Background: an optimization exercise with open tools, aiming at small area. Do not read the settings as production practice. Only simulation tests tie the RTL to the original design; equivalence was not proved. Power figures rest on the tool's default switching activity, not on a simulated workload.

## design/flow/config.mk

```make
export PLATFORM = sky130hd
export DESIGN_NAME = rgb2YCbCr
export DESIGN_NICKNAME = rgb2YCbCr
export VERILOG_FILES = /design/flow/design.v
export SDC_FILE = /design/flow/constraint.sdc
export NUM_CORES = 4
export LEC_CHECK = 0
export CAP_MARGIN = 20
export CORE_MARGIN = 2
export CORE_UTILIZATION = 40
export SLEW_MARGIN = 20
```

## design/flow/constraint.sdc

```tcl
create_clock -name core_clock -period 5.0 [get_ports {clk_in}]
set_input_delay 1.0000 -clock core_clock [delete_from_list [all_inputs] [get_ports {clk_in}]]
set_output_delay 1.0000 -clock core_clock [all_outputs]
set_load 0.01 [all_outputs]
```

## design/flow/design.v

```verilog
`timescale 1ns / 1ps
module rgb2YCbCr #(
parameter pix_per_clock = 4,
parameter data_width    = 8
)
(
input wire clk_in                                   ,
input wire reset                                    ,
input wire[(data_width*pix_per_clock*3)-1 :0] rdata ,
input wire rlast                                    ,
output reg rready                                   ,
input wire ruser                                    ,
input wire rvalid                                   ,
output reg[(data_width*pix_per_clock*3)-1 :0] tdata ,
output reg tlast                                    ,
input wire tready                                   ,
output reg tuser                                    ,
output reg tvalid                                   
);
localparam para_0183_10b = 10'd47;  
localparam para_0614_10b = 10'd157;
localparam para_0062_10b = 10'd16;
localparam para_0101_10b = 10'd26;
localparam para_0338_10b = 10'd86;
localparam para_0439_10b = 10'd112;
localparam para_0399_10b = 10'd102;
localparam para_0040_10b = 10'd10;
localparam para_16_18b   = 18'd4096;
localparam para_128_18b  = 18'd32768;
wire[pix_per_clock-1:0] sign_cb;
wire[pix_per_clock-1:0] sign_cr;
wire[data_width-1:0] R[pix_per_clock-1:0];
wire[data_width-1:0] G[pix_per_clock-1:0];
wire[data_width-1:0] B[pix_per_clock-1:0];
reg[data_width+9:0] M0[pix_per_clock-1:0];
reg[data_width+9:0] M1[pix_per_clock-1:0];
reg[data_width+9:0] M2[pix_per_clock-1:0];
reg[data_width+9:0] M3[pix_per_clock-1:0];
reg[data_width+9:0] M4[pix_per_clock-1:0];
reg[data_width+9:0] M5[pix_per_clock-1:0];
reg[data_width+9:0] M6[pix_per_clock-1:0];
reg[data_width+9:0] M7[pix_per_clock-1:0];
reg[data_width+9:0] M8[pix_per_clock-1:0];
reg[data_width+9:0] A0[pix_per_clock-1:0];
reg[data_width+9:0] A1[pix_per_clock-1:0];
reg[data_width+9:0] A2[pix_per_clock-1:0];  
reg[data_width+9:0] A3[pix_per_clock-1:0];
reg[data_width+9:0] A4[pix_per_clock-1:0];
reg[data_width+9:0] A5[pix_per_clock-1:0];
reg[data_width+9:0] Y[pix_per_clock-1:0];
reg[data_width+9:0] Cb[pix_per_clock-1:0];
reg[data_width+9:0] Cr[pix_per_clock-1:0];
genvar i;
generate 
    for (i = 1; i < (pix_per_clock + 1); i = i + 1)
    begin
        assign R[i-1] = rdata[(data_width*3*i-1)              -: data_width];
        assign G[i-1] = rdata[(data_width*3*i-1-data_width)   -: data_width];
        assign B[i-1] = rdata[(data_width*3*i-1-2*data_width) -: data_width];
    end
endgenerate
generate
    for (i = 0; i < pix_per_clock; i = i + 1)
    begin:convert
        always @ (posedge clk_in)
        begin
            M0[i] <= para_0183_10b * R[i];
            M1[i] <= para_0614_10b * G[i];
            M2[i] <= para_0062_10b * B[i];
            M3[i] <= para_0101_10b * R[i];
            M4[i] <= para_0338_10b * G[i];
            M5[i] <= para_0439_10b * B[i];
            M6[i] <= para_0439_10b * R[i];
            M7[i] <= para_0399_10b * G[i];
            M8[i] <= para_0040_10b * B[i];
        end
        always @ (posedge clk_in)
        begin
            A0[i] <= M0[i] + M1[i];
            A1[i] <= M2[i] + para_16_18b;
            A2[i] <= M5[i] + para_128_18b;
            A3[i] <= M3[i] + M4[i];
            A4[i] <= M6[i] + para_128_18b;
            A5[i] <= M7[i] + M8[i];
        end
        assign sign_cb[i] = (A2[i] >= A3[i]);
        assign sign_cr[i] = (A4[i] >= A5[i]);
        always @ (posedge clk_in)
        begin
            Y[i]    <= A0[i] + A1[i];
            Cb[i]   <= sign_cb[i] ? (A2[i] - A3[i]) : 18'd0;
            Cr[i]   <= sign_cr[i] ? (A4[i] - A5[i]) : 18'd0;
        end
    end
endgenerate
generate
    for (i = 1; i < (pix_per_clock + 1); i = i + 1)
    begin
        always @ (posedge clk_in)
        begin
            tdata[(data_width*3*i-1)              -: data_width] <= Cr[i-1][data_width+9:8];
            tdata[(data_width*3*i-1-data_width)   -: data_width] <= Cb[i-1][data_width+9:8];
            tdata[(data_width*3*i-1-2*data_width) -: data_width] <= Y[i-1][data_width+9:8];
        end
    end
endgenerate
reg     rlast_dly1;
reg     rlast_dly2;
reg     rlast_dly3;
reg     ruser_dly1;
reg     ruser_dly2;
reg     ruser_dly3;
reg     rvalid_dly1;
reg     rvalid_dly2;
reg     rvalid_dly3;
always @ (posedge clk_in)
begin
    rlast_dly1  <= rlast;
    rlast_dly2  <= rlast_dly1;
    rlast_dly3  <= rlast_dly2;
    ruser_dly1  <= ruser;
    ruser_dly2  <= ruser_dly1;
    ruser_dly3  <= ruser_dly2;
    rvalid_dly1 <= rvalid;
    rvalid_dly2 <= rvalid_dly1;
    rvalid_dly3 <= rvalid_dly2;
end
always @ (posedge clk_in)
begin
    tlast   <= rlast_dly3  ;
    rready  <= tready ;
    tuser   <= ruser_dly3  ;
    tvalid  <= rvalid_dly3 ;
end
endmodule
```

## design/flow/run.sh

```bash
#!/bin/bash
# synth_recipe.tcl (not shown) runs the flow's synth.tcl, then flattens the netlist and writes it again
# the make line also repeats each setting of config.mk as NAME=value (left out here)
make -C /OpenROAD-flow-scripts/flow DESIGN_CONFIG=/design/flow/config.mk WORK_HOME=/design/flow/orfs CLKGATE_MAP_FILE= SYNTH_SCRIPT=/design/flow/synth_recipe.tcl finish
```

==> summary.txt <==
- CTS saw around 890 sinks.
- Cell internal power was estimated by the tool at 22.9 mW.
- The adder-cell share of the synthesized area is 0.329.
- The finished cells cover roughly 59000 um2.
- The leakage power is 29.0 nW.
- The routed layout has ~33000 vias.
- The Yosys step of the flow raised 19 warnings.
- The worst-case clock buffer depth is 3.
- After clock tree synthesis, the flow added hold-fix buffers numbering 0.
- The highest clock frequency the design can meet is roughly 220 MHz.
- The initial antenna violation count came to 5.
- The routed design could run at a clock period as short as 4.60 ns.
- The max-slew headroom at the worst pin is 0.446.
- The floorplan has 130 rows.
- Compared with the post-synthesis result, the final layout area differs by 18.1%.
- The part of the total power dissipated in the clock network is 0.215.
- Synthesis produced a netlist with a net count of about 6100.
- For hold timing, the worst endpoint is tdata[4].
- Dividing the final minimum period by the clock period gives 0.920.
- For flop-to-flop paths, the worst setup slack is about 2 ns.
- The floorplan step defined a die boundary enclosing 128000 um2.
- The first-pass iteration count of the detailed router is 5.
- The overall routed net length is roughly 100000 um.
- After clock tree synthesis, the repair step resized 0 gates.
- The cell count after synthesis is roughly 4900.
- The count of final max-slew check failures is 0.
- The number of register bits inferred by synthesis is between 800 and 900.
- The clock root buffer master is sky130_fd_sc_hd__clkbuf_16.
- Of the total synthesized cell area, the portion taken by AND, OR, NAND and NOR gates is 0.0755.
- Along the worst path, the maximum fanout reaches 2.
- Setup repair after global routing left no endpoint under its margin.
- After the flow finishes, the layout carries non-filler instances totaling approximately 7100.
- The remaining number of nets flagged by the antenna check after routing is 0.
- The cell count of the worst hold path is 0.
- After synthesis, the largest family of logic cells by area is adder cells.
- The classification of the worst setup path is input port to register.
- The post-CTS setup buffer count is 0.
- Data on the critical path arrives at its endpoint at approximately 5.2 ns.
- Setup violations remaining at the end of the flow were counted as 0.
- The overall routing resource usage is 0.159.
- The via density per instance is about 4.7.
- The final layout contains roughly 6600 nets.
- The type of element capturing the critical path is a register.
- The dominant register cell in the synthesized netlist is sky130_fd_sc_hd__dfxtp_1.
- The die extent in y is roughly 360 um.
- The worst min-delay path startpoint is Y[0][12].
- Yosys mapped the design onto a little under 80 distinct sky130hd cell types.
- The share of flip-flops with an asynchronous set or reset after synthesis is 0.
- The multiplexer share of the synthesized area is 0.00164.
- Of the cells placed in the final design, the portion with a size suffix greater than 1 is 0.0765.
- The slew at the pin closest to its max-slew limit is slightly above 0.8 ns.
- The number of global-route vias before repair is 33200.
- Once placement completed, the tool counted placed cells totaling 6918.
- The flow ran to the end and the layout has no timing, DRC or antenna violations.
- The post-route clock skew is 0.0223 ns.
- The maximum VDD drop is about 0.00044 V.
- The clock edge transition at the registers on the reported setup and hold paths is around 0.060 ns.
- The weighted congestion at the end of routability-driven global placement is roughly 0.86.
- The total congestion overflow is 0.
- Dividing the detail-routed wire length by the instance count gives 14.1 um.
- The share of total power dissipated in combinational logic is 0.471.
- The number of enable flip-flop cells after synthesis is 0.
- The number of placed I/O pins is about 200.
- In this run the tool buffered the top-level ports with 200 buffer cells.
- STA puts the critical path data required time at 5.61 ns.
- The clock insertion delay at the later pin of the skew report is around 0.7 ns.
- The area of the core is approximately 130000 um2.
- Measured along the x axis, the die boundary spans around 360 um.
- The half-perimeter wire length after placement is 82500 um.
- The CTS tree is done.
- STA classifies the critical path startpoint as an input port.
- The area fraction in compound gates after synthesis was 0.108.
- The final-report hold violation count came to 0.
- Buffers inserted during clock tree synthesis total 98.
- Max-cap violations in this run came to 0.
- The total power per unit cell area is about 600 nW/um2.
- The worst register-to-register path ends at Cb[1][10].
- The part of the power in registers is 0.314.
- The mean area per synthesized cell is between 10 and 15 um2.
- The DRC violation total after the first TritonRoute iteration is 1212.
- The analysis attributes to net switching a power of 12.6 mW.
- The classification of the worst-slack hold path is register to register.
- The switching share of total power is 0.355.
- Entering global routing, the biggest net connects 15 pins.
- The remaining routing DRC violations is 0.
- The starting density of the core is 0.402.
- The sequential element share of the synthesized area is 0.354.
- The H-tree depth is 3.
- The first global-routing pass estimated approximately 170000 um of wire.
- The worst-case reg-to-reg path depth is 7.
- After synthesis the cells add up to 50200 um2.
- The worst register-to-register path begins at A1[1][4].
- The total placed instance area is around 56000 um2.
- Of the total synthesized cell area, the portion taken by XOR and XNOR cells is 0.0697.
==> flip-flops by register name, indices dropped and copies added (netlist names), 32 cells and up <==
| register | cells |
|---|---|
| tdata | 96 |
| M1 | 64 |
| A5 | 60 |
| A3 | 56 |
| M0 | 56 |
| A0 | 52 |
| M7 | 52 |
| A4 | 44 |
| M3 | 44 |
| M4 | 44 |
| A2 | 40 |
| M5 | 40 |
| M8 | 36 |
| A1 | 32 |
| Cb | 32 |
| Cr | 32 |
| M2 | 32 |
| M6 | 32 |
| Y | 32 |
==> through the flow <==
stage	utilization	setup slack, ns	total power, mW	setup TNS [ns]	hold slack, ns
after CTS	0.474	0.496	36.1	0	0.316
after floorplan	-	0.439	23.3	0	0.310
after detailed placement	0.446	-0.189	28.1	-0.935	0.312
after global routing	0.474	0.285	38.7	0	0.326
after global placement	0.446	-0.177	27.9	-0.661	0.310
final	0.474	0.402	35.6	0	0.317
==> cell families (layout without fill, tap and decap cells) <==
kind of cell,Yosys count,count (layout)
compound gates,830,830
xor+xnor,400,400
fa+ha+maj,1166,1166
buf+inv,828,1403
flops,889,889
mux,8,8
other cells,0,5
simple gates,755,755
==> power by group through the flow <==
stage,combinational [mW],clock (mW),sequential [mW]
floorplan,12.2,0,11.1
global placement,16.6,0,11.3
detailed placement,16.8,0,11.3
CTS,17.0,7.91,11.2
global route,19.1,8.20,11.4
finish,16.7,7.66,11.2
==> layout by cell type (no fill, tap or decap), types with 62 or more instances in the layout <==
| master | synthesis | layout |
|---|---|---|
| sky130_fd_sc_hd__ha_1 | 905 | 905 |
| sky130_fd_sc_hd__dfxtp_1 | 889 | 889 |
| sky130_fd_sc_hd__inv_1 | 824 | 824 |
| sky130_fd_sc_hd__xnor2_1 | 309 | 309 |
| sky130_fd_sc_hd__fa_1 | 261 | 261 |
| sky130_fd_sc_hd__a21oi_1 | 254 | 254 |
| sky130_fd_sc_hd__nor2_1 | 239 | 239 |
| sky130_fd_sc_hd__clkdlybuf4s50_1 | 0 | 200 |
| sky130_fd_sc_hd__buf_4 | 0 | 196 |
| sky130_fd_sc_hd__o21ai_0 | 152 | 152 |
| sky130_fd_sc_hd__nand2_1 | 111 | 111 |
| sky130_fd_sc_hd__clkbuf_16 | 0 | 98 |
| sky130_fd_sc_hd__xor2_1 | 91 | 91 |
| sky130_fd_sc_hd__a21o_1 | 85 | 85 |
| sky130_fd_sc_hd__nor3_1 | 71 | 71 |
| sky130_fd_sc_hd__nor2b_1 | 68 | 68 |
| sky130_fd_sc_hd__o21a_1 | 62 | 62 |
==> metal layers <==
metal	track usage	share of wire	vias to the layer above
met2	0.265	0.46	356
met1	0.214	0.49	15400
met3	0.0232	0.030	127
li1	-	-	17400
met5	0	0	-
met4	0.0470	0.022	0
==> synthesized netlist by cell type (7+ instances only) <==
| library cell | count | share of area |
|---|---|---|
| sky130_fd_sc_hd__or4b_2 | 7 | 0.0014 |
| sky130_fd_sc_hd__and3_1 | 40 | 0.0050 |
| sky130_fd_sc_hd__fa_1 | 261 | 0.10 |
| sky130_fd_sc_hd__or4_1 | 9 | 0.0013 |
| sky130_fd_sc_hd__xor2_1 | 91 | 0.016 |
| sky130_fd_sc_hd__nand2_1 | 111 | 0.0083 |
| sky130_fd_sc_hd__o41ai_1 | 9 | 0.0016 |
| sky130_fd_sc_hd__dfxtp_1 | 889 | 0.35 |
| sky130_fd_sc_hd__nor3_1 | 71 | 0.0071 |
| sky130_fd_sc_hd__o21a_1 | 62 | 0.0093 |
| sky130_fd_sc_hd__o22ai_1 | 9 | 0.0011 |
| sky130_fd_sc_hd__a21oi_1 | 254 | 0.025 |
| sky130_fd_sc_hd__a31oi_1 | 23 | 0.0029 |
| sky130_fd_sc_hd__o21bai_1 | 37 | 0.0055 |
| sky130_fd_sc_hd__nand4_1 | 19 | 0.0024 |
| sky130_fd_sc_hd__nand2b_1 | 28 | 0.0035 |
| sky130_fd_sc_hd__a21o_1 | 85 | 0.013 |
| sky130_fd_sc_hd__nor4b_1 | 7 | 0.0012 |
| sky130_fd_sc_hd__nor2b_1 | 68 | 0.0085 |
| sky130_fd_sc_hd__xnor2_1 | 309 | 0.054 |
| sky130_fd_sc_hd__a211oi_1 | 9 | 0.0013 |
| sky130_fd_sc_hd__or3_1 | 39 | 0.0049 |
| sky130_fd_sc_hd__a2111oi_0 | 18 | 0.0031 |
| sky130_fd_sc_hd__a221o_1 | 8 | 0.0016 |
| sky130_fd_sc_hd__o211ai_1 | 27 | 0.0040 |
| sky130_fd_sc_hd__nor2_1 | 239 | 0.018 |
| sky130_fd_sc_hd__and2_1 | 11 | 0.0014 |
| sky130_fd_sc_hd__o21ai_0 | 152 | 0.015 |
| sky130_fd_sc_hd__a21boi_0 | 41 | 0.0061 |
| sky130_fd_sc_hd__nor4_1 | 18 | 0.0022 |
| sky130_fd_sc_hd__a31o_2 | 9 | 0.0016 |
| sky130_fd_sc_hd__or2_2 | 14 | 0.0017 |
| sky130_fd_sc_hd__inv_1 | 824 | 0.062 |
| sky130_fd_sc_hd__nand3_1 | 56 | 0.0056 |
| sky130_fd_sc_hd__ha_1 | 905 | 0.23 |
| sky130_fd_sc_hd__o221ai_1 | 10 | 0.0017 |
==> critical path: stages <==
cell and delay, ns:
sky130_fd_sc_hd__clkdlybuf4s50_1 0.48, sky130_fd_sc_hd__inv_1 0.07, sky130_fd_sc_hd__fa_1 0.53, sky130_fd_sc_hd__inv_1 0.05, sky130_fd_sc_hd__ha_1 0.28, sky130_fd_sc_hd__inv_1 0.05
sky130_fd_sc_hd__fa_1 0.52, sky130_fd_sc_hd__inv_1 0.05, sky130_fd_sc_hd__ha_1 0.27, sky130_fd_sc_hd__a21o_1 0.17, sky130_fd_sc_hd__a21oi_1 0.21, sky130_fd_sc_hd__nand2b_1 0.15
sky130_fd_sc_hd__a21boi_0 0.16, sky130_fd_sc_hd__o41ai_1 0.47, sky130_fd_sc_hd__or4b_2 0.62, sky130_fd_sc_hd__o211ai_1 0.12
==> how the worst max path moves through the flow <==
stage,slack (ns),cells past startpoint,startpoint,end
floorplan,0.44,15,rdata[44],M0[1][12]
global route,0.29,16,rdata[42],M0[1][12]
global placement,-0.18,16,rdata[42],M0[1][12]
detailed placement,-0.19,16,rdata[42],M0[1][12]
CTS,0.50,16,rdata[42],M0[1][12]
finish,0.40,16,rdata[42],M0[1][12]
==> cell type report <==
type,instances,area [um2]
diodes,5,12.5
inverters,824,3090
clock buffers,136,2860
repair buffers,396,3470
fillers,11600,65800
clock inverters,47,694
well taps,1650,2060
multi-input cells,3159,29300
flip-flops and latches,889,17800

-- what the ideal ports hide --
The flow's constraints put no driver on any port. The routed layout listed below was extracted and timed again, unchanged, in two steps. Step 1 sets driving cells, clkbuf_16 on the clock port and buf_2 on the other inputs (assumed; they add their load-dependent delay and slew). Step 2 moves the port delays by t, midway between the first and last clock arrival at a register: inputs arrive t later, outputs are due t later. That takes back most of the time a late clock gives input paths. Three values: ideal ports, drivers, drivers and shift; two values: the first two.
t (ns): 0.752
setup slack, ns: 0.402 / 0.453 / -0.299
hold slack, ns: 0.317 / 0.317 / 0.317
clock arrival spread, ns: 0.029 / 0.029
worst register clock-pin slew, ns: 0.07 / 0.07
Met with ideal ports but missed after step 2: setup timing in this run. The setup slack of this run moves by +0.051 ns with the drivers and by -0.701 ns with both steps.
